This is an optimization exercise on Yosys and OpenROAD, whose aim is small area, not a production implementation. Function was not checked in any run shown here: the RTL went through the layout flow alone.

## flow/design.v (module list and top-level ports; edited modules follow where they fit)
// module vending_machine: 1247 lines
// module g_fa: 6 lines
// module g_ha: 6 lines
// module g_nand2: 5 lines
// module g_nor2: 5 lines
// module g_nor2b: 5 lines
// module g_and2: 5 lines
// module g_or2: 5 lines
// module g_inv: 5 lines
// module g_xor2: 5 lines
// module g_xnor2: 5 lines
// module g_a21oi: 5 lines
// module g_mux2i: 5 lines
// module g_a22oi: 5 lines
// module g_a222oi: 5 lines
// module g_a22o: 5 lines
module vending_machine(pclk,prst,pvalid,pready,paddr,pwdata,prdata,wr_rd,coin,coin_valid,num_of_tea_reqd,num_of_milk_reqd,num_of_coffee_reqd,num_of_tea_served,num_of_coffee_served,num_of_milk_served,machine_ready);
  // ...
==> flow/flow/run.sh <==
#!/bin/bash
# Own layout flow: the standard synthesis, every logic cell set to its smallest
# drive strength (the flow's timing repair sizes up what needs it), port buffers
# of the smallest buffer then the
# standard layout steps.
set -euo pipefail
bash standard.sh synth > synth.log 2>&1
R=orfs/results/$FLOW_PLATFORM/vending_machine/base
openroad -no_init -exit -threads "${NUM_CORES:-4}" \
  -log downsize.log flow/downsize.tcl > downsize.out 2>&1
bash standard.sh "BUFFER_PORTS_ARGS=-buffer_cell sky130_fd_sc_hd__buf_1" \
  "CTS_ARGS=-sink_clustering_enable -repair_clock_nets -dont_use_dummy_load -buf_list {sky130_fd_sc_hd__clkbuf_4 sky130_fd_sc_hd__clkbuf_8} -sink_clustering_size 12 -sink_clustering_max_diameter 60" \
  finish > layout.log 2>&1
==> flow/flow/downsize.tcl <==
# Swap each combinational cell of the synthesized netlist to the smallest-area
# cell of the same family (same name but the drive-strength suffix).
set res orfs/results/$::env(FLOW_PLATFORM)/vending_machine/base
read_db $res/1_synth.odb
set db [ord::get_db]
set lib_masters {}
foreach lib [$db getLibs] {
  foreach m [$lib getMasters] {
    set n [$m getName]
    if {[regexp {^(.*)_([0-9]+)$} $n -> base drive]} {
      dict lappend lib_masters $base $m
    }
  }
}
set dont_use {}
if {[info exists ::env(DONT_USE_CELLS)]} { set dont_use [split $::env(DONT_USE_CELLS)] }
set swapped 0
foreach inst [[[$db getChip] getBlock] getInsts] {
  set m [$inst getMaster]
  set n [$m getName]
  if {![regexp {^(.*)_([0-9]+)$} $n -> base drive]} { continue }
  if {[regexp {df|dl|sdf|edf|conb|tap|fill|decap|clk} $base]} { continue }
  set best $m
  set ba [expr {[$m getWidth] * [$m getHeight]}]
  foreach c [dict get $lib_masters $base] {
    if {[lsearch -exact $dont_use [$c getName]] >= 0} { continue }
    set a [expr {[$c getWidth] * [$c getHeight]}]
    if {$a < $ba} { set best $c; set ba $a }
  }
  if {$best ne $m} {
    $inst swapMaster $best
    incr swapped
  }
}
puts "downsized $swapped instances"
write_db $res/1_synth.odb
==> flow/standard.sh <==
#!/bin/bash
# synth_recipe.tcl (not shown) runs the flow's synth.tcl, then flattens the netlist and writes it again
# the make line also repeats each setting of config.mk as NAME=value (left out here)
make -C /OpenROAD-flow-scripts/flow DESIGN_CONFIG=/design/flow/config.mk WORK_HOME=/design/flow/orfs CLKGATE_MAP_FILE= SYNTH_SCRIPT=/design/flow/synth_recipe.tcl "${@:-finish}"
==> flow/config.mk <==
export PLATFORM = sky130hd
export DESIGN_NAME = vending_machine
export DESIGN_NICKNAME = vending_machine
export VERILOG_FILES = /design/flow/design.v
export SDC_FILE = /design/flow/constraint.sdc
export NUM_CORES = 4
export LEC_CHECK = 0
export CAP_MARGIN = 5
export CORE_MARGIN = 2
export CORE_UTILIZATION = 70
export GPL_TIMING_DRIVEN = 0
export SLEW_MARGIN = 5
export SYNTH_HIERARCHICAL = 1
==> flow/constraint.sdc <==
create_clock -name core_clock -period 12.0 [get_ports {pclk}]
set_input_delay 2.4000 -clock core_clock [delete_from_list [all_inputs] [get_ports {pclk}]]
set_output_delay 2.4000 -clock core_clock [all_outputs]
set_load 0.01 [all_outputs]
==> run notes, run 1 <==
status finished clean; crit-path max FO 17; initial DRC count 498; CP bufs+invs 4; seq_cells 102; FILL cells 823; WP data required 12270 ps; Post-layout nets 1062; Largest register FFs 32; Worst Path Arrival 11980 ps; worst skew pair latency 400 ps; commonest non-fill, non-tap cell in the layout nand2_1; fin area 9810 um2; Final GP Congestion 0.886; clock buffer count 9; routed length on met3 2.11 mm; WL met2 10.3 mm; multi-input combinational area share 63.5%; count of multi-input gates 589; Slew Limit Fails 0; leading cell types in the layout, fill and taps excluded nand2_1 (199), fa_1 (191), edfxtp_1 (69); Routed Antenna Nets 0; hold buffers post-CTS 0; grt total ovfl 0; unrepaired setup endpoints after global routing no; Chip Height 117 um; Routed WL per cell 21.5 um; setup TNS 0 ps; share of post-route cells with drive strength above 1 7.38%; Non-clk invs 15
==> run 2, diff against run 1 <==
--- a/flow/design.v
+++ b/flow/design.v
@@ -880,355 +880,403 @@
   wire n992;
   g_or2 u993 (.a(n505), .b(n988), .y(n992));
   wire n994, n995;
   g_fa u996 (.a(n506), .b(n535), .ci(n992), .s(n994), .co(n995));
   wire n997;
   g_xnor2 u998 (.a(n568), .b(n995), .y(n997));
   wire n999;
   g_or2 u1000 (.a(n568), .b(n995), .y(n999));
-  wire n1001, n1002;
-  g_fa u1003 (.a(n569), .b(n601), .ci(n999), .s(n1001), .co(n1002));
-  wire n1004, n1005;
-  g_fa u1006 (.a(n602), .b(n634), .ci(n1002), .s(n1004), .co(n1005));
-  wire n1007, n1008;
-  g_fa u1009 (.a(n635), .b(n667), .ci(n1005), .s(n1007), .co(n1008));
-  wire n1010, n1011;
-  g_fa u1012 (.a(n668), .b(n700), .ci(n1008), .s(n1010), .co(n1011));
-  wire n1013, n1014;
-  g_fa u1015 (.a(n701), .b(n733), .ci(n1011), .s(n1013), .co(n1014));
-  wire n1016, n1017;
-  g_fa u1018 (.a(n734), .b(n766), .ci(n1014), .s(n1016), .co(n1017));
-  wire n1019, n1020;
-  g_fa u1021 (.a(n767), .b(n799), .ci(n1017), .s(n1019), .co(n1020));
-  wire n1022, n1023;
-  g_fa u1024 (.a(n800), .b(n832), .ci(n1020), .s(n1022), .co(n1023));
+  wire n1001;
+  g_xor2 u1002 (.a(n569), .b(n601), .y(n1001));
+  wire n1003;
+  g_xor2 u1004 (.a(n1001), .b(n999), .y(n1003));
+  wire n1005;
+  g_mux2i u1006 (.a0(n569), .a1(n999), .sel(n1001), .y(n1005));
+  wire n1007;
+  g_xor2 u1008 (.a(n602), .b(n634), .y(n1007));
+  wire n1009;
+  g_xnor2 u1010 (.a(n1007), .b(n1005), .y(n1009));
+  wire n1011;
+  g_nand2 u1012 (.a(n602), .b(n634), .y(n1011));
+  wire n1013;
+  g_nor2 u1014 (.a(n602), .b(n634), .y(n1013));
+  wire n1015;
+  g_a21oi u1016 (.a1(n1011), .a2(n1005), .b1(n1013), .y(n1015));
+  wire n1017;
+  g_xor2 u1018 (.a(n635), .b(n667), .y(n1017));
+  wire n1019;
+  g_xor2 u1020 (.a(n1017), .b(n1015), .y(n1019));
+  wire n1021;
+  g_mux2i u1022 (.a0(n635), .a1(n1015), .sel(n1017), .y(n1021));
+  wire n1023;
+  g_xor2 u1024 (.a(n668), .b(n700), .y(n1023));
   wire n1025;
-  g_xor2 u1026 (.a(n833), .b(n865), .y(n1025));
+  g_xnor2 u1026 (.a(n1023), .b(n1021), .y(n1025));
   wire n1027;
-  g_xor2 u1028 (.a(n1025), .b(n1023), .y(n1027));
+  g_nand2 u1028 (.a(n668), .b(n700), .y(n1027));
   wire n1029;
-  g_mux2i u1030 (.a0(n833), .a1(n1023), .sel(n1025), .y(n1029));
+  g_nor2 u1030 (.a(n668), .b(n700), .y(n1029));
   wire n1031;
-  g_xor2 u1032 (.a(n866), .b(n898), .y(n1031));
+  g_a21oi u1032 (.a1(n1027), .a2(n1021), .b1(n1029), .y(n1031));
   wire n1033;
-  g_xnor2 u1034 (.a(n1031), .b(n1029), .y(n1033));
+  g_xor2 u1034 (.a(n701), .b(n733), .y(n1033));
   wire n1035;
-  g_nand2 u1036 (.a(n866), .b(n898), .y(n1035));
+  g_xor2 u1036 (.a(n1033), .b(n1031), .y(n1035));
   wire n1037;
-  g_nor2 u1038 (.a(n866), .b(n898), .y(n1037));
+  g_mux2i u1038 (.a0(n701), .a1(n1031), .sel(n1033), .y(n1037));
   wire n1039;
-  g_a21oi u1040 (.a1(n1035), .a2(n1029), .b1(n1037), .y(n1039));
+  g_xor2 u1040 (.a(n734), .b(n766), .y(n1039));
   wire n1041;
-  g_xnor2 u1042 (.a(n928), .b(n1039), .y(n1041));
+  g_xnor2 u1042 (.a(n1039), .b(n1037), .y(n1041));
   wire n1043;
-  g_or2 u1044 (.a(n928), .b(n1039), .y(n1043));
+  g_nand2 u1044 (.a(n734), .b(n766), .y(n1043));
   wire n1045;
-  g_xnor2 u1046 (.a(n952), .b(n1043), .y(n1045));
+  g_nor2 u1046 (.a(n734), .b(n766), .y(n1045));
   wire n1047;
-  g_or2 u1048 (.a(n952), .b(n1043), .y(n1047));
+  g_a21oi u1048 (.a1(n1043), .a2(n1037), .b1(n1045), .y(n1047));
   wire n1049;
-  g_xor2 u1050 (.a(n953), .b(n967), .y(n1049));
+  g_xor2 u1050 (.a(n767), .b(n799), .y(n1049));
   wire n1051;
   g_xor2 u1052 (.a(n1049), .b(n1047), .y(n1051));
   wire n1053;
-  g_mux2i u1054 (.a0(n953), .a1(n1047), .sel(n1049), .y(n1053));
+  g_mux2i u1054 (.a0(n767), .a1(n1047), .sel(n1049), .y(n1053));
   wire n1055;
-  g_xor2 u1056 (.a(n968), .b(n973), .y(n1055));
+  g_xor2 u1056 (.a(n800), .b(n832), .y(n1055));
   wire n1057;
   g_xnor2 u1058 (.a(n1055), .b(n1053), .y(n1057));
   wire n1059;
-  g_nand2 u1060 (.a(n968), .b(n973), .y(n1059));
+  g_nand2 u1060 (.a(n800), .b(n832), .y(n1059));
   wire n1061;
-  g_nor2 u1062 (.a(n968), .b(n973), .y(n1061));
+  g_nor2 u1062 (.a(n800), .b(n832), .y(n1061));
   wire n1063;
   g_a21oi u1064 (.a1(n1059), .a2(n1053), .b1(n1061), .y(n1063));
   wire n1065;
-  g_xnor2 u1066 (.a(n976), .b(n1063), .y(n1065));
+  g_xor2 u1066 (.a(n833), .b(n865), .y(n1065));
   wire n1067;
-  g_or2 u1068 (.a(n976), .b(n1063), .y(n1067));
+  g_xor2 u1068 (.a(n1065), .b(n1063), .y(n1067));
   wire n1069;
-  g_xor2 u1070 (.a(c[21]), .b(n977), .y(n1069));
+  g_mux2i u1070 (.a0(n833), .a1(n1063), .sel(n1065), .y(n1069));
   wire n1071;
-  g_xor2 u1072 (.a(n1069), .b(n1067), .y(n1071));
+  g_xor2 u1072 (.a(n866), .b(n898), .y(n1071));
   wire n1073;
-  g_mux2i u1074 (.a0(c[21]), .a1(n1067), .sel(n1069), .y(n1073));
+  g_xnor2 u1074 (.a(n1071), .b(n1069), .y(n1073));
   wire n1075;
-  g_inv u1076 (.a(n1073), .y(n1075));
-  assign low = {n1075, n1071, n1065, n1057, n1051, n1045, n1041, n1033, n1027, n1022, n1019, n1016, n1013, n1010, n1007, n1004, n1001, n997, n994, n990, n986, n983, n979};
+  g_nand2 u1076 (.a(n866), .b(n898), .y(n1075));
   wire n1077;
-  g_a222oi u1078 (.a1(st), .a2(tea_cost[0]), .b1(sc), .b2(coffee_cost[0]), .c1(sm), .c2(milk_cost[0]), .y(n1077));
+  g_nor2 u1078 (.a(n866), .b(n898), .y(n1077));
   wire n1079;
-  g_inv u1080 (.a(n1077), .y(n1079));
-  assign rsel[0] = n1079;
+  g_a21oi u1080 (.a1(n1075), .a2(n1069), .b1(n1077), .y(n1079));
   wire n1081;
-  g_a222oi u1082 (.a1(st), .a2(tea_cost[1]), .b1(sc), .b2(coffee_cost[1]), .c1(sm), .c2(milk_cost[1]), .y(n1081));
+  g_xnor2 u1082 (.a(n928), .b(n1079), .y(n1081));
   wire n1083;
-  g_inv u1084 (.a(n1081), .y(n1083));
-  assign rsel[1] = n1083;
+  g_or2 u1084 (.a(n928), .b(n1079), .y(n1083));
   wire n1085;
-  g_a222oi u1086 (.a1(st), .a2(tea_cost[2]), .b1(sc), .b2(coffee_cost[2]), .c1(sm), .c2(milk_cost[2]), .y(n1085));
+  g_xnor2 u1086 (.a(n952), .b(n1083), .y(n1085));
   wire n1087;
-  g_inv u1088 (.a(n1085), .y(n1087));
-  assign rsel[2] = n1087;
+  g_or2 u1088 (.a(n952), .b(n1083), .y(n1087));
   wire n1089;
-  g_a222oi u1090 (.a1(st), .a2(tea_cost[3]), .b1(sc), .b2(coffee_cost[3]), .c1(sm), .c2(milk_cost[3]), .y(n1089));
+  g_xor2 u1090 (.a(n953), .b(n967), .y(n1089));
   wire n1091;
-  g_inv u1092 (.a(n1089), .y(n1091));
-  assign rsel[3] = n1091;
+  g_xor2 u1092 (.a(n1089), .b(n1087), .y(n1091));
   wire n1093;
-  g_a222oi u1094 (.a1(st), .a2(tea_cost[4]), .b1(sc), .b2(coffee_cost[4]), .c1(sm), .c2(milk_cost[4]), .y(n1093));
+  g_mux2i u1094 (.a0(n953), .a1(n1087), .sel(n1089), .y(n1093));
   wire n1095;
-  g_inv u1096 (.a(n1093), .y(n1095));
-  assign rsel[4] = n1095;
+  g_xor2 u1096 (.a(n968), .b(n973), .y(n1095));
   wire n1097;
-  g_a222oi u1098 (.a1(st), .a2(tea_cost[5]), .b1(sc), .b2(coffee_cost[5]), .c1(sm), .c2(milk_cost[5]), .y(n1097));
+  g_xnor2 u1098 (.a(n1095), .b(n1093), .y(n1097));
   wire n1099;
-  g_inv u1100 (.a(n1097), .y(n1099));
-  assign rsel[5] = n1099;
+  g_nand2 u1100 (.a(n968), .b(n973), .y(n1099));
   wire n1101;
-  g_a222oi u1102 (.a1(st), .a2(tea_cost[6]), .b1(sc), .b2(coffee_cost[6]), .c1(sm), .c2(milk_cost[6]), .y(n1101));
+  g_nor2 u1102 (.a(n968), .b(n973), .y(n1101));
   wire n1103;
-  g_inv u1104 (.a(n1101), .y(n1103));
-  assign rsel[6] = n1103;
+  g_a21oi u1104 (.a1(n1099), .a2(n1093), .b1(n1101), .y(n1103));
   wire n1105;
-  g_a222oi u1106 (.a1(st), .a2(tea_cost[7]), .b1(sc), .b2(coffee_cost[7]), .c1(sm), .c2(milk_cost[7]), .y(n1105));
+  g_xnor2 u1106 (.a(n976), .b(n1103), .y(n1105));
   wire n1107;
-  g_inv u1108 (.a(n1105), .y(n1107));
-  assign rsel[7] = n1107;
+  g_or2 u1108 (.a(n976), .b(n1103), .y(n1107));
   wire n1109;
-  g_and2 u1110 (.a(num_of_tea_reqd[0]), .b(sv), .y(n1109));
-  assign served_d[0] = n1109;
+  g_xor2 u1110 (.a(c[21]), .b(n977), .y(n1109));
   wire n1111;
-  g_and2 u1112 (.a(num_of_tea_reqd[1]), .b(sv), .y(n1111));
-  assign served_d[1] = n1111;
+  g_xor2 u1112 (.a(n1109), .b(n1107), .y(n1111));
   wire n1113;
-  g_and2 u1114 (.a(num_of_tea_reqd[2]), .b(sv), .y(n1113));
-  assign served_d[2] = n1113;
+  g_mux2i u1114 (.a0(c[21]), .a1(n1107), .sel(n1109), .y(n1113));
   wire n1115;
-  g_and2 u1116 (.a(num_of_tea_reqd[3]), .b(sv), .y(n1115));
-  assign served_d[3] = n1115;
+  g_inv u1116 (.a(n1113), .y(n1115));
+  assign low = {n1115, n1111, n1105, n1097, n1091, n1085, n1081, n1073, n1067, n1057, n1051, n1041, n1035, n1025, n1019, n1009, n1003, n997, n994, n990, n986, n983, n979};
   wire n1117;
-  g_and2 u1118 (.a(num_of_coffee_reqd[0]), .b(sv), .y(n1117));
-  assign served_d[4] = n1117;
+  g_a222oi u1118 (.a1(st), .a2(tea_cost[0]), .b1(sc), .b2(coffee_cost[0]), .c1(sm), .c2(milk_cost[0]), .y(n1117));
   wire n1119;
-  g_and2 u1120 (.a(num_of_coffee_reqd[1]), .b(sv), .y(n1119));
-  assign served_d[5] = n1119;
+  g_inv u1120 (.a(n1117), .y(n1119));
+  assign rsel[0] = n1119;
   wire n1121;
-  g_and2 u1122 (.a(num_of_coffee_reqd[2]), .b(sv), .y(n1121));
-  assign served_d[6] = n1121;
+  g_a222oi u1122 (.a1(st), .a2(tea_cost[1]), .b1(sc), .b2(coffee_cost[1]), .c1(sm), .c2(milk_cost[1]), .y(n1121));
   wire n1123;
-  g_and2 u1124 (.a(num_of_coffee_reqd[3]), .b(sv), .y(n1123));
-  assign served_d[7] = n1123;
+  g_inv u1124 (.a(n1121), .y(n1123));
+  assign rsel[1] = n1123;
   wire n1125;
-  g_and2 u1126 (.a(num_of_milk_reqd[0]), .b(sv), .y(n1125));
-  assign served_d[8] = n1125;
+  g_a222oi u1126 (.a1(st), .a2(tea_cost[2]), .b1(sc), .b2(coffee_cost[2]), .c1(sm), .c2(milk_cost[2]), .y(n1125));
   wire n1127;
-  g_and2 u1128 (.a(num_of_milk_reqd[1]), .b(sv), .y(n1127));
-  assign served_d[9] = n1127;
+  g_inv u1128 (.a(n1125), .y(n1127));
+  assign rsel[2] = n1127;
   wire n1129;
-  g_and2 u1130 (.a(num_of_milk_reqd[2]), .b(sv), .y(n1129));
-  assign served_d[10] = n1129;
+  g_a222oi u1130 (.a1(st), .a2(tea_cost[3]), .b1(sc), .b2(coffee_cost[3]), .c1(sm), .c2(milk_cost[3]), .y(n1129));
   wire n1131;
-  g_and2 u1132 (.a(num_of_milk_reqd[3]), .b(sv), .y(n1131));
-  assign served_d[11] = n1131;
+  g_inv u1132 (.a(n1129), .y(n1131));
+  assign rsel[3] = n1131;
   wire n1133;
-  g_a22o u1134 (.a1(tkp), .a2(low[0]), .b1(kpp), .b2(c[0]), .y(n1133));
-  assign credit_d[0] = n1133;
+  g_a222oi u1134 (.a1(st), .a2(tea_cost[4]), .b1(sc), .b2(coffee_cost[4]), .c1(sm), .c2(milk_cost[4]), .y(n1133));
   wire n1135;
-  g_a22o u1136 (.a1(tkp), .a2(low[1]), .b1(kpp), .b2(c[1]), .y(n1135));
-  assign credit_d[1] = n1135;
+  g_inv u1136 (.a(n1133), .y(n1135));
+  assign rsel[4] = n1135;
   wire n1137;
-  g_a22o u1138 (.a1(tkp), .a2(low[2]), .b1(kpp), .b2(c[2]), .y(n1137));
-  assign credit_d[2] = n1137;
+  g_a222oi u1138 (.a1(st), .a2(tea_cost[5]), .b1(sc), .b2(coffee_cost[5]), .c1(sm), .c2(milk_cost[5]), .y(n1137));
   wire n1139;
-  g_a22o u1140 (.a1(tkp), .a2(low[3]), .b1(kpp), .b2(c[3]), .y(n1139));
-  assign credit_d[3] = n1139;
+  g_inv u1140 (.a(n1137), .y(n1139));
+  assign rsel[5] = n1139;
   wire n1141;
-  g_a22o u1142 (.a1(tkp), .a2(low[4]), .b1(kpp), .b2(c[4]), .y(n1141));
-  assign credit_d[4] = n1141;
+  g_a222oi u1142 (.a1(st), .a2(tea_cost[6]), .b1(sc), .b2(coffee_cost[6]), .c1(sm), .c2(milk_cost[6]), .y(n1141));
   wire n1143;
-  g_a22o u1144 (.a1(tkp), .a2(low[5]), .b1(kpp), .b2(c[5]), .y(n1143));
-  assign credit_d[5] = n1143;
+  g_inv u1144 (.a(n1141), .y(n1143));
+  assign rsel[6] = n1143;
   wire n1145;
-  g_a22o u1146 (.a1(tkp), .a2(low[6]), .b1(kpp), .b2(c[6]), .y(n1145));
-  assign credit_d[6] = n1145;
+  g_a222oi u1146 (.a1(st), .a2(tea_cost[7]), .b1(sc), .b2(coffee_cost[7]), .c1(sm), .c2(milk_cost[7]), .y(n1145));
   wire n1147;
-  g_a22o u1148 (.a1(tkp), .a2(low[7]), .b1(kpp), .b2(c[7]), .y(n1147));
-  assign credit_d[7] = n1147;
+  g_inv u1148 (.a(n1145), .y(n1147));
+  assign rsel[7] = n1147;
   wire n1149;
-  g_a22o u1150 (.a1(tkp), .a2(low[8]), .b1(kpp), .b2(c[8]), .y(n1149));
-  assign credit_d[8] = n1149;
+  g_and2 u1150 (.a(num_of_tea_reqd[0]), .b(sv), .y(n1149));
+  assign served_d[0] = n1149;
   wire n1151;
-  g_a22o u1152 (.a1(tkp), .a2(low[9]), .b1(kpp), .b2(c[9]), .y(n1151));
-  assign credit_d[9] = n1151;
+  g_and2 u1152 (.a(num_of_tea_reqd[1]), .b(sv), .y(n1151));
+  assign served_d[1] = n1151;
   wire n1153;
-  g_a22o u1154 (.a1(tkp), .a2(low[10]), .b1(kpp), .b2(c[10]), .y(n1153));
-  assign credit_d[10] = n1153;
+  g_and2 u1154 (.a(num_of_tea_reqd[2]), .b(sv), .y(n1153));
+  assign served_d[2] = n1153;
   wire n1155;
-  g_a22o u1156 (.a1(tkp), .a2(low[11]), .b1(kpp), .b2(c[11]), .y(n1155));
-  assign credit_d[11] = n1155;
+  g_and2 u1156 (.a(num_of_tea_reqd[3]), .b(sv), .y(n1155));
+  assign served_d[3] = n1155;
   wire n1157;
-  g_a22o u1158 (.a1(tkp), .a2(low[12]), .b1(kpp), .b2(c[12]), .y(n1157));
-  assign credit_d[12] = n1157;
+  g_and2 u1158 (.a(num_of_coffee_reqd[0]), .b(sv), .y(n1157));
+  assign served_d[4] = n1157;
   wire n1159;
-  g_a22o u1160 (.a1(tkp), .a2(low[13]), .b1(kpp), .b2(c[13]), .y(n1159));
-  assign credit_d[13] = n1159;
+  g_and2 u1160 (.a(num_of_coffee_reqd[1]), .b(sv), .y(n1159));
+  assign served_d[5] = n1159;
   wire n1161;
-  g_a22o u1162 (.a1(tkp), .a2(low[14]), .b1(kpp), .b2(c[14]), .y(n1161));
-  assign credit_d[14] = n1161;
+  g_and2 u1162 (.a(num_of_coffee_reqd[2]), .b(sv), .y(n1161));
+  assign served_d[6] = n1161;
   wire n1163;
-  g_a22o u1164 (.a1(tkp), .a2(low[15]), .b1(kpp), .b2(c[15]), .y(n1163));
-  assign credit_d[15] = n1163;
+  g_and2 u1164 (.a(num_of_coffee_reqd[3]), .b(sv), .y(n1163));
+  assign served_d[7] = n1163;
   wire n1165;
-  g_a22o u1166 (.a1(tkp), .a2(low[16]), .b1(kpp), .b2(c[16]), .y(n1165));
-  assign credit_d[16] = n1165;
+  g_and2 u1166 (.a(num_of_milk_reqd[0]), .b(sv), .y(n1165));
+  assign served_d[8] = n1165;
   wire n1167;
-  g_a22o u1168 (.a1(tkp), .a2(low[17]), .b1(kpp), .b2(c[17]), .y(n1167));
-  assign credit_d[17] = n1167;
+  g_and2 u1168 (.a(num_of_milk_reqd[1]), .b(sv), .y(n1167));
+  assign served_d[9] = n1167;
   wire n1169;
-  g_a22o u1170 (.a1(tkp), .a2(low[18]), .b1(kpp), .b2(c[18]), .y(n1169));
-  assign credit_d[18] = n1169;
+  g_and2 u1170 (.a(num_of_milk_reqd[2]), .b(sv), .y(n1169));
+  assign served_d[10] = n1169;
   wire n1171;
-  g_a22o u1172 (.a1(tkp), .a2(low[19]), .b1(kpp), .b2(c[19]), .y(n1171));
-  assign credit_d[19] = n1171;
+  g_and2 u1172 (.a(num_of_milk_reqd[3]), .b(sv), .y(n1171));
+  assign served_d[11] = n1171;
   wire n1173;
-  g_a22o u1174 (.a1(tkp), .a2(low[20]), .b1(kpp), .b2(c[20]), .y(n1173));
-  assign credit_d[20] = n1173;
+  g_a22o u1174 (.a1(tkp), .a2(low[0]), .b1(kpp), .b2(c[0]), .y(n1173));
+  assign credit_d[0] = n1173;
   wire n1175;
-  g_a22o u1176 (.a1(tkp), .a2(low[21]), .b1(kpp), .b2(c[21]), .y(n1175));
-  assign credit_d[21] = n1175;
-  assign O[22] = 1'b1;
-  assign Z[22] = 1'b1;
-  assign O[23] = credit[22];
-  assign Z[23] = ~credit[22];
+  g_a22o u1176 (.a1(tkp), .a2(low[1]), .b1(kpp), .b2(c[1]), .y(n1175));
+  assign credit_d[1] = n1175;
   wire n1177;
-  g_and2 u1178 (.a(O[23]), .b(credit[23]), .y(n1177));
-  assign O[24] = n1177;
+  g_a22o u1178 (.a1(tkp), .a2(low[2]), .b1(kpp), .b2(c[2]), .y(n1177));
+  assign credit_d[2] = n1177;
   wire n1179;
-  g_nor2b u1180 (.a(credit[23]), .bn(Z[23]), .y(n1179));
-  assign Z[24] = n1179;
+  g_a22o u1180 (.a1(tkp), .a2(low[3]), .b1(kpp), .b2(c[3]), .y(n1179));
+  assign credit_d[3] = n1179;
   wire n1181;
-  g_and2 u1182 (.a(O[24]), .b(credit[24]), .y(n1181));
-  assign O[25] = n1181;
+  g_a22o u1182 (.a1(tkp), .a2(low[4]), .b1(kpp), .b2(c[4]), .y(n1181));
+  assign credit_d[4] = n1181;
   wire n1183;
-  g_nor2b u1184 (.a(credit[24]), .bn(Z[24]), .y(n1183));
-  assign Z[25] = n1183;
+  g_a22o u1184 (.a1(tkp), .a2(low[5]), .b1(kpp), .b2(c[5]), .y(n1183));
+  assign credit_d[5] = n1183;
   wire n1185;
-  g_and2 u1186 (.a(O[25]), .b(credit[25]), .y(n1185));
-  assign O[26] = n1185;
+  g_a22o u1186 (.a1(tkp), .a2(low[6]), .b1(kpp), .b2(c[6]), .y(n1185));
+  assign credit_d[6] = n1185;
   wire n1187;
-  g_nor2b u1188 (.a(credit[25]), .bn(Z[25]), .y(n1187));
-  assign Z[26] = n1187;
+  g_a22o u1188 (.a1(tkp), .a2(low[7]), .b1(kpp), .b2(c[7]), .y(n1187));
+  assign credit_d[7] = n1187;
   wire n1189;
-  g_and2 u1190 (.a(O[26]), .b(credit[26]), .y(n1189));
-  assign O[27] = n1189;
+  g_a22o u1190 (.a1(tkp), .a2(low[8]), .b1(kpp), .b2(c[8]), .y(n1189));
+  assign credit_d[8] = n1189;
   wire n1191;
-  g_nor2b u1192 (.a(credit[26]), .bn(Z[26]), .y(n1191));
-  assign Z[27] = n1191;
+  g_a22o u1192 (.a1(tkp), .a2(low[9]), .b1(kpp), .b2(c[9]), .y(n1191));
+  assign credit_d[9] = n1191;
   wire n1193;
-  g_and2 u1194 (.a(O[27]), .b(credit[27]), .y(n1193));
-  assign O[28] = n1193;
+  g_a22o u1194 (.a1(tkp), .a2(low[10]), .b1(kpp), .b2(c[10]), .y(n1193));
+  assign credit_d[10] = n1193;
   wire n1195;
-  g_nor2b u1196 (.a(credit[27]), .bn(Z[27]), .y(n1195));
-  assign Z[28] = n1195;
+  g_a22o u1196 (.a1(tkp), .a2(low[11]), .b1(kpp), .b2(c[11]), .y(n1195));
+  assign credit_d[11] = n1195;
   wire n1197;
-  g_and2 u1198 (.a(O[28]), .b(credit[28]), .y(n1197));
-  assign O[29] = n1197;
+  g_a22o u1198 (.a1(tkp), .a2(low[12]), .b1(kpp), .b2(c[12]), .y(n1197));
+  assign credit_d[12] = n1197;
   wire n1199;
-  g_nor2b u1200 (.a(credit[28]), .bn(Z[28]), .y(n1199));
-  assign Z[29] = n1199;
+  g_a22o u1200 (.a1(tkp), .a2(low[13]), .b1(kpp), .b2(c[13]), .y(n1199));
+  assign credit_d[13] = n1199;
   wire n1201;
-  g_and2 u1202 (.a(O[29]), .b(credit[29]), .y(n1201));
-  assign O[30] = n1201;
+  g_a22o u1202 (.a1(tkp), .a2(low[14]), .b1(kpp), .b2(c[14]), .y(n1201));
+  assign credit_d[14] = n1201;
   wire n1203;
-  g_nor2b u1204 (.a(credit[29]), .bn(Z[29]), .y(n1203));
-  assign Z[30] = n1203;
+  g_a22o u1204 (.a1(tkp), .a2(low[15]), .b1(kpp), .b2(c[15]), .y(n1203));
+  assign credit_d[15] = n1203;
   wire n1205;
-  g_and2 u1206 (.a(O[30]), .b(credit[30]), .y(n1205));
-  assign O[31] = n1205;
+  g_a22o u1206 (.a1(tkp), .a2(low[16]), .b1(kpp), .b2(c[16]), .y(n1205));
+  assign credit_d[16] = n1205;
   wire n1207;
-  g_nor2b u1208 (.a(credit[30]), .bn(Z[30]), .y(n1207));
-  assign Z[31] = n1207;
+  g_a22o u1208 (.a1(tkp), .a2(low[17]), .b1(kpp), .b2(c[17]), .y(n1207));
+  assign credit_d[17] = n1207;
   wire n1209;
-  g_and2 u1210 (.a(O[31]), .b(credit[31]), .y(n1209));
-  assign O[32] = n1209;
+  g_a22o u1210 (.a1(tkp), .a2(low[18]), .b1(kpp), .b2(c[18]), .y(n1209));
+  assign credit_d[18] = n1209;
   wire n1211;
-  g_nor2b u1212 (.a(credit[31]), .bn(Z[31]), .y(n1211));
-  assign Z[32] = n1211;
+  g_a22o u1212 (.a1(tkp), .a2(low[19]), .b1(kpp), .b2(c[19]), .y(n1211));
+  assign credit_d[19] = n1211;
   wire n1213;
-  g_nor2 u1214 (.a(up), .b(dn), .y(n1213));
+  g_a22o u1214 (.a1(tkp), .a2(low[20]), .b1(kpp), .b2(c[20]), .y(n1213));
+  assign credit_d[20] = n1213;
   wire n1215;
-  g_xor2 u1216 (.a(credit[22]), .b(n1213), .y(n1215));
+  g_a22o u1216 (.a1(tkp), .a2(low[21]), .b1(kpp), .b2(c[21]), .y(n1215));
+  assign credit_d[21] = n1215;
+  assign O[22] = 1'b1;
+  assign Z[22] = 1'b1;
+  assign O[23] = credit[22];
+  assign Z[23] = ~credit[22];
   wire n1217;
-  g_nor2 u1218 (.a(prst), .b(n1215), .y(n1217));
-  assign credit_d[22] = n1217;
+  g_and2 u1218 (.a(O[23]), .b(credit[23]), .y(n1217));
+  assign O[24] = n1217;
   wire n1219;
-  g_a22oi u1220 (.a1(up), .a2(O[23]), .b1(dn), .b2(Z[23]), .y(n1219));
+  g_nor2b u1220 (.a(credit[23]), .bn(Z[23]), .y(n1219));
+  assign Z[24] = n1219;
   wire n1221;
-  g_xor2 u1222 (.a(credit[23]), .b(n1219), .y(n1221));
+  g_and2 u1222 (.a(O[24]), .b(credit[24]), .y(n1221));
+  assign O[25] = n1221;
   wire n1223;
-  g_nor2 u1224 (.a(prst), .b(n1221), .y(n1223));
-  assign credit_d[23] = n1223;
+  g_nor2b u1224 (.a(credit[24]), .bn(Z[24]), .y(n1223));
+  assign Z[25] = n1223;
   wire n1225;
-  g_a22oi u1226 (.a1(up), .a2(O[24]), .b1(dn), .b2(Z[24]), .y(n1225));
+  g_and2 u1226 (.a(O[25]), .b(credit[25]), .y(n1225));
+  assign O[26] = n1225;
   wire n1227;
-  g_xor2 u1228 (.a(credit[24]), .b(n1225), .y(n1227));
+  g_nor2b u1228 (.a(credit[25]), .bn(Z[25]), .y(n1227));
+  assign Z[26] = n1227;
   wire n1229;
-  g_nor2 u1230 (.a(prst), .b(n1227), .y(n1229));
-  assign credit_d[24] = n1229;
+  g_and2 u1230 (.a(O[26]), .b(credit[26]), .y(n1229));
+  assign O[27] = n1229;
   wire n1231;
-  g_a22oi u1232 (.a1(up), .a2(O[25]), .b1(dn), .b2(Z[25]), .y(n1231));
+  g_nor2b u1232 (.a(credit[26]), .bn(Z[26]), .y(n1231));
+  assign Z[27] = n1231;
   wire n1233;
-  g_xor2 u1234 (.a(credit[25]), .b(n1231), .y(n1233));
+  g_and2 u1234 (.a(O[27]), .b(credit[27]), .y(n1233));
+  assign O[28] = n1233;
   wire n1235;
-  g_nor2 u1236 (.a(prst), .b(n1233), .y(n1235));
-  assign credit_d[25] = n1235;
+  g_nor2b u1236 (.a(credit[27]), .bn(Z[27]), .y(n1235));
+  assign Z[28] = n1235;
   wire n1237;
-  g_a22oi u1238 (.a1(up), .a2(O[26]), .b1(dn), .b2(Z[26]), .y(n1237));
+  g_and2 u1238 (.a(O[28]), .b(credit[28]), .y(n1237));
+  assign O[29] = n1237;
   wire n1239;
-  g_xor2 u1240 (.a(credit[26]), .b(n1237), .y(n1239));
+  g_nor2b u1240 (.a(credit[28]), .bn(Z[28]), .y(n1239));
+  assign Z[29] = n1239;
   wire n1241;
-  g_nor2 u1242 (.a(prst), .b(n1239), .y(n1241));
-  assign credit_d[26] = n1241;
+  g_and2 u1242 (.a(O[29]), .b(credit[29]), .y(n1241));
+  assign O[30] = n1241;
   wire n1243;
-  g_a22oi u1244 (.a1(up), .a2(O[27]), .b1(dn), .b2(Z[27]), .y(n1243));
+  g_nor2b u1244 (.a(credit[29]), .bn(Z[29]), .y(n1243));
+  assign Z[30] = n1243;
   wire n1245;
-  g_xor2 u1246 (.a(credit[27]), .b(n1243), .y(n1245));
+  g_and2 u1246 (.a(O[30]), .b(credit[30]), .y(n1245));
+  assign O[31] = n1245;
   wire n1247;
-  g_nor2 u1248 (.a(prst), .b(n1245), .y(n1247));
-  assign credit_d[27] = n1247;
+  g_nor2b u1248 (.a(credit[30]), .bn(Z[30]), .y(n1247));
+  assign Z[31] = n1247;
   wire n1249;
-  g_a22oi u1250 (.a1(up), .a2(O[28]), .b1(dn), .b2(Z[28]), .y(n1249));
+  g_and2 u1250 (.a(O[31]), .b(credit[31]), .y(n1249));
+  assign O[32] = n1249;
   wire n1251;
-  g_xor2 u1252 (.a(credit[28]), .b(n1249), .y(n1251));
+  g_nor2b u1252 (.a(credit[31]), .bn(Z[31]), .y(n1251));
+  assign Z[32] = n1251;
   wire n1253;
-  g_nor2 u1254 (.a(prst), .b(n1251), .y(n1253));
-  assign credit_d[28] = n1253;
+  g_nor2 u1254 (.a(up), .b(dn), .y(n1253));
   wire n1255;
-  g_a22oi u1256 (.a1(up), .a2(O[29]), .b1(dn), .b2(Z[29]), .y(n1255));
+  g_xor2 u1256 (.a(credit[22]), .b(n1253), .y(n1255));
   wire n1257;
-  g_xor2 u1258 (.a(credit[29]), .b(n1255), .y(n1257));
+  g_nor2 u1258 (.a(prst), .b(n1255), .y(n1257));
+  assign credit_d[22] = n1257;
   wire n1259;
-  g_nor2 u1260 (.a(prst), .b(n1257), .y(n1259));
-  assign credit_d[29] = n1259;
+  g_a22oi u1260 (.a1(up), .a2(O[23]), .b1(dn), .b2(Z[23]), .y(n1259));
   wire n1261;
-  g_a22oi u1262 (.a1(up), .a2(O[30]), .b1(dn), .b2(Z[30]), .y(n1261));
+  g_xor2 u1262 (.a(credit[23]), .b(n1259), .y(n1261));
   wire n1263;
-  g_xor2 u1264 (.a(credit[30]), .b(n1261), .y(n1263));
+  g_nor2 u1264 (.a(prst), .b(n1261), .y(n1263));
+  assign credit_d[23] = n1263;
   wire n1265;
-  g_nor2 u1266 (.a(prst), .b(n1263), .y(n1265));
-  assign credit_d[30] = n1265;
+  g_a22oi u1266 (.a1(up), .a2(O[24]), .b1(dn), .b2(Z[24]), .y(n1265));
   wire n1267;
-  g_a22oi u1268 (.a1(up), .a2(O[31]), .b1(dn), .b2(Z[31]), .y(n1267));
+  g_xor2 u1268 (.a(credit[24]), .b(n1265), .y(n1267));
   wire n1269;
-  g_xor2 u1270 (.a(credit[31]), .b(n1267), .y(n1269));
+  g_nor2 u1270 (.a(prst), .b(n1267), .y(n1269));
+  assign credit_d[24] = n1269;
   wire n1271;
-  g_nor2 u1272 (.a(prst), .b(n1269), .y(n1271));
-  assign credit_d[31] = n1271;
+  g_a22oi u1272 (.a1(up), .a2(O[25]), .b1(dn), .b2(Z[25]), .y(n1271));
+  wire n1273;
+  g_xor2 u1274 (.a(credit[25]), .b(n1271), .y(n1273));
+  wire n1275;
+  g_nor2 u1276 (.a(prst), .b(n1273), .y(n1275));
+  assign credit_d[25] = n1275;
+  wire n1277;
+  g_a22oi u1278 (.a1(up), .a2(O[26]), .b1(dn), .b2(Z[26]), .y(n1277));
+  wire n1279;
+  g_xor2 u1280 (.a(credit[26]), .b(n1277), .y(n1279));
+  wire n1281;
+  g_nor2 u1282 (.a(prst), .b(n1279), .y(n1281));
+  assign credit_d[26] = n1281;
+  wire n1283;
+  g_a22oi u1284 (.a1(up), .a2(O[27]), .b1(dn), .b2(Z[27]), .y(n1283));
+  wire n1285;
+  g_xor2 u1286 (.a(credit[27]), .b(n1283), .y(n1285));
+  wire n1287;
+  g_nor2 u1288 (.a(prst), .b(n1285), .y(n1287));
+  assign credit_d[27] = n1287;
+  wire n1289;
+  g_a22oi u1290 (.a1(up), .a2(O[28]), .b1(dn), .b2(Z[28]), .y(n1289));
+  wire n1291;
+  g_xor2 u1292 (.a(credit[28]), .b(n1289), .y(n1291));
+  wire n1293;
+  g_nor2 u1294 (.a(prst), .b(n1291), .y(n1293));
+  assign credit_d[28] = n1293;
+  wire n1295;
+  g_a22oi u1296 (.a1(up), .a2(O[29]), .b1(dn), .b2(Z[29]), .y(n1295));
+  wire n1297;
+  g_xor2 u1298 (.a(credit[29]), .b(n1295), .y(n1297));
+  wire n1299;
+  g_nor2 u1300 (.a(prst), .b(n1297), .y(n1299));
+  assign credit_d[29] = n1299;
+  wire n1301;
+  g_a22oi u1302 (.a1(up), .a2(O[30]), .b1(dn), .b2(Z[30]), .y(n1301));
+  wire n1303;
+  g_xor2 u1304 (.a(credit[30]), .b(n1301), .y(n1303));
+  wire n1305;
+  g_nor2 u1306 (.a(prst), .b(n1303), .y(n1305));
+  assign credit_d[30] = n1305;
+  wire n1307;
+  g_a22oi u1308 (.a1(up), .a2(O[31]), .b1(dn), .b2(Z[31]), .y(n1307));
+  wire n1309;
+  g_xor2 u1310 (.a(credit[31]), .b(n1307), .y(n1309));
+  wire n1311;
+  g_nor2 u1312 (.a(prst), .b(n1309), .y(n1311));
+  assign credit_d[31] = n1311;
 wire c31 = credit[31] ^ (cc22 & O[31]);
 wire chi_zero = cc22 ? O[32] : Z[32];
 wire ok = coin_valid & ~c31;
 wire serve = ~c31 & (low[22] | ~chi_zero);
 wire take = ok & (low[22] | ~chi_zero);
 wire bw = ok & ~chi_zero & ~low[22];
 assign up = cc22 & ~bw;
 assign dn = bw & ~cc22;
==> run 2 against run 1 <==
Compared with the run above: utilization is 1.4 points lower; worst setup slack better by 120 ps; fmax is 1.0% higher; count of clock-buffer cells in the layout stayed put; wire length is 1.0% higher; still clean on timing, DRC and antenna; register-to-register slack better by 620 ps; design area is 1.4% lower; sequential share of layout area is 0.39 points higher; final cell count is 1.7% higher; highest routed layer unchanged; via count is 3.3% higher.
==> run notes, run 2 <==
status finished clean (unchanged); final cell count without fillers 989 (was 972); unrepaired setup endpoints after global routing no (unchanged); clk_skew 39.8 ps (was 41.1 ps); H-Tree Depth 3 (unchanged); most frequent CP cell fa_1 (unchanged); CTS max path bufs 2 (unchanged); antenna violations before repair 0 (unchanged); final core occ 77.0% (was 78.4%); cells after synthesis 731 (was 707); Routed WL per cell 21.4 um (was 21.5 um); FF/Latch Area 2730 um2 (unchanged); fin area 9670 um2 (was 9810 um2); vias in the first global route 6476 (was 6556); FILL cells 825 (was 823); CP startpoint coin_valid (was num_of_tea_reqd[1]); Syn-to-layout area delta 8.02% (was 10.4%); worst hold slack 561 ps (was 559 ps); Reg-to-Reg Start credit[0] (was tea_cost[0]); setup TNS 0 ps (unchanged); Die Footprint 13700 um2 (was 13600 um2); CTS sink cnt 102 (unchanged); grt total ovfl 0 (unchanged); final WL 21.1 mm (was 20.9 mm); CP max stage delay 500 ps (was 570 ps); Mean Syn Cell Area 12.3 um2 (was 12.6 um2); final count of negative-setup-slack endpoints 0 (unchanged); leading cell types in the layout, fill and taps excluded nand2_1 (203), fa_1 (187), buf_1 (73) (was nand2_1 (199), fa_1 (191), edfxtp_1 (69)); Largest Register credit (unchanged); Placeable Area 12600 um2 (was 12500 um2); crit-path max FO 9 (was 17); Final Hold Viols 0 (unchanged); worst skew pair latency 400 ps (about the same); YS warnings 7 (unchanged); Root Buffer clkbuf_8 (unchanged); via count 6127 (was 5929); Least-Margin Pin Slew 1270 ps (was 1180 ps); first-pass GRT wire length 32.2 mm (was 32.7 mm); WP data required 12270 ps (about the same); Post-layout nets 1071 (was 1062); CTS buffer count 9 (unchanged); Syn Nets 983 (was 967); FF-to-FF End credit[5] (was credit[12]); worst r2r path cells 32 (unchanged); buffers added on ports 73 (unchanged); Final GP Congestion 0.872 (was 0.886); share of post-route cells with drive strength above 1 2.69% (was 7.38%); Slew Limit Fails 0 (unchanged); Worst Path Arrival 11860 ps (was 11980 ps); R2R Setup Slk 2590 ps (was 1970 ps); row count 41 (unchanged); Critical Path Start Type input port (unchanged); antenna cells 0 (unchanged); crit path capture type register (unchanged); fmax 86.3 MHz (was 85.4 MHz); Ports 74 (unchanged); commonest non-fill, non-tap cell in the layout nand2_1 (unchanged); DR pass1 iterations 5 (was 6); CTS tree built (unchanged); Post-Place Cell Area 9500 um2 (was 9430 um2); Die Wd 117 um (about the same); Final Cycle Share 96.6% (was 97.6%); initial DRC count 563 (was 498); pin count of the biggest net entering global routing 23 (unchanged); Crit Path Class input port to register (unchanged); gr usage total 32.6% (was 33.2%); post-DP HPWL 16.2 mm (was 16.0 mm); DRC Markers 0 (unchanged); synthesized cell area 8950 um2 (was 8880 um2); Largest register FFs 32 (unchanged); CP max stage cell fa_1 (unchanged); Routed Antenna Nets 0 (unchanged); max_cap viols 0 (unchanged); Chip Height 117 um (about the same); starting density of the core 71.2% (was 71.0%); Via-to-Cell Ratio 6.20 (was 6.10); Clock transition at path regs 90 ps (about the same); worst hold path class register to register (unchanged); slew margin rel. 14.9% (was 21.1%); dpl cells 979 (was 955); hold buffers post-CTS 0 (unchanged); crit path to credit[5] (was credit[12]); area of the multi-input gates 6230 um2 (unchanged); fin crit period 11590 ps (was 11710 ps)
-- run 2: per-layer routing --
layer | share of wire [%] | GRT usage (%) | wire (um) | up-vias
li1 | - | - | - | 2588
met1 | 38 | 44.3 | 8000 | 3103
met2 | 50 | 53.5 | 10500 | 375
met3 | 9.9 | 7.83 | 2090 | 61
met4 | 2.4 | 9.96 | 510 | 0
met5 | 0 | 0 | 0 | -
-- run 2: area by class of cell --
| class | instances | share of cell area, % |
|---|---|---|
| Clock buffer | 9 | 1.28 |
| Timing Repair Buffer | 77 | 3.22 |
| Multi-Input combinational cell | 612 | 64.4 |
| Inverter | 15 | 0.582 |
| Sequential cell | 102 | 28.2 |
| Tap cell | 172 | 2.22 |
| Buffer | 2 | 0.0776 |
-- run 2: worst min-delay path by stage --
stage	to	slack, ps	cells past startpoint	start
3_3_place_gp	credit[23]	520	2	credit[23]
2_1_floorplan	credit[23]	510	2	credit[23]
3_5_place_dp	credit[30]	540	2	credit[30]
4_1_cts	credit[30]	560	2	credit[30]
5_1_grt	credit[23]	600	2	credit[23]
6_report	credit[28]	560	2	credit[28]
-- run 2: repair_timing --
action,in CTS,in global routing
gates resized for setup,1,6
setup buffers,0,1
setup endpoints to repair,22,32
-- run 2: stage by stage --
step           setup slack [ps]
3_5_place_dp               -577
5_1_grt                    16.4
4_1_cts                     171
6_report                    411
2_1_floorplan               417
3_3_place_gp              -1870
-- run 2: critical path: cells and delay by family --
| kind | cells | cell delay [ps] |
|---|---|---|
| XOR/XNOR | 1 | 270 |
| AND/OR/NAND/NOR | 7 | 1410 |
| buffers and inverters | 4 | 700 |
| adder cells (fa/ha/maj) | 14 | 5010 |
| multiplexers | 4 | 1090 |
| AO/OA/AOI/OAI | 5 | 970 |

-- port drivers added, routing unchanged --
In the flow no input, the clock included, has a driving cell. The finished layouts below were timed again as built, in two steps.
Step 1 assumes that a clkbuf_16 drives the clock port and a buf_2 every other input.
Step 2 adds t to the input delays and takes it off the output delays; t is the mean of the earliest and latest rising clock arrival at the registers after step 1. Input paths then give back, and output paths get back, about the clock's delay inside the block.
a / b / c = no drivers / after step 1 / after step 2; a / b = the first two.
run | t (ns) | setup WS [ns] | clock arrival spread, ns | worst data-port slew with drivers (ns) | pins driven straight from the clock port
run 1 | 0.417 | 0.291 / 0.271 / -0.146 | 0.041 / 0.041 | 0.05 | 1
run 2 | 0.420 | 0.411 / 0.423 / 0.002 | 0.040 / 0.039 | 0.05 | 1
Met with ideal ports but missed after step 2: setup timing in run 1. For run 1, which loses most, drivers alone change the setup slack by -0.020 ns; drivers and shift together by -0.437 ns.
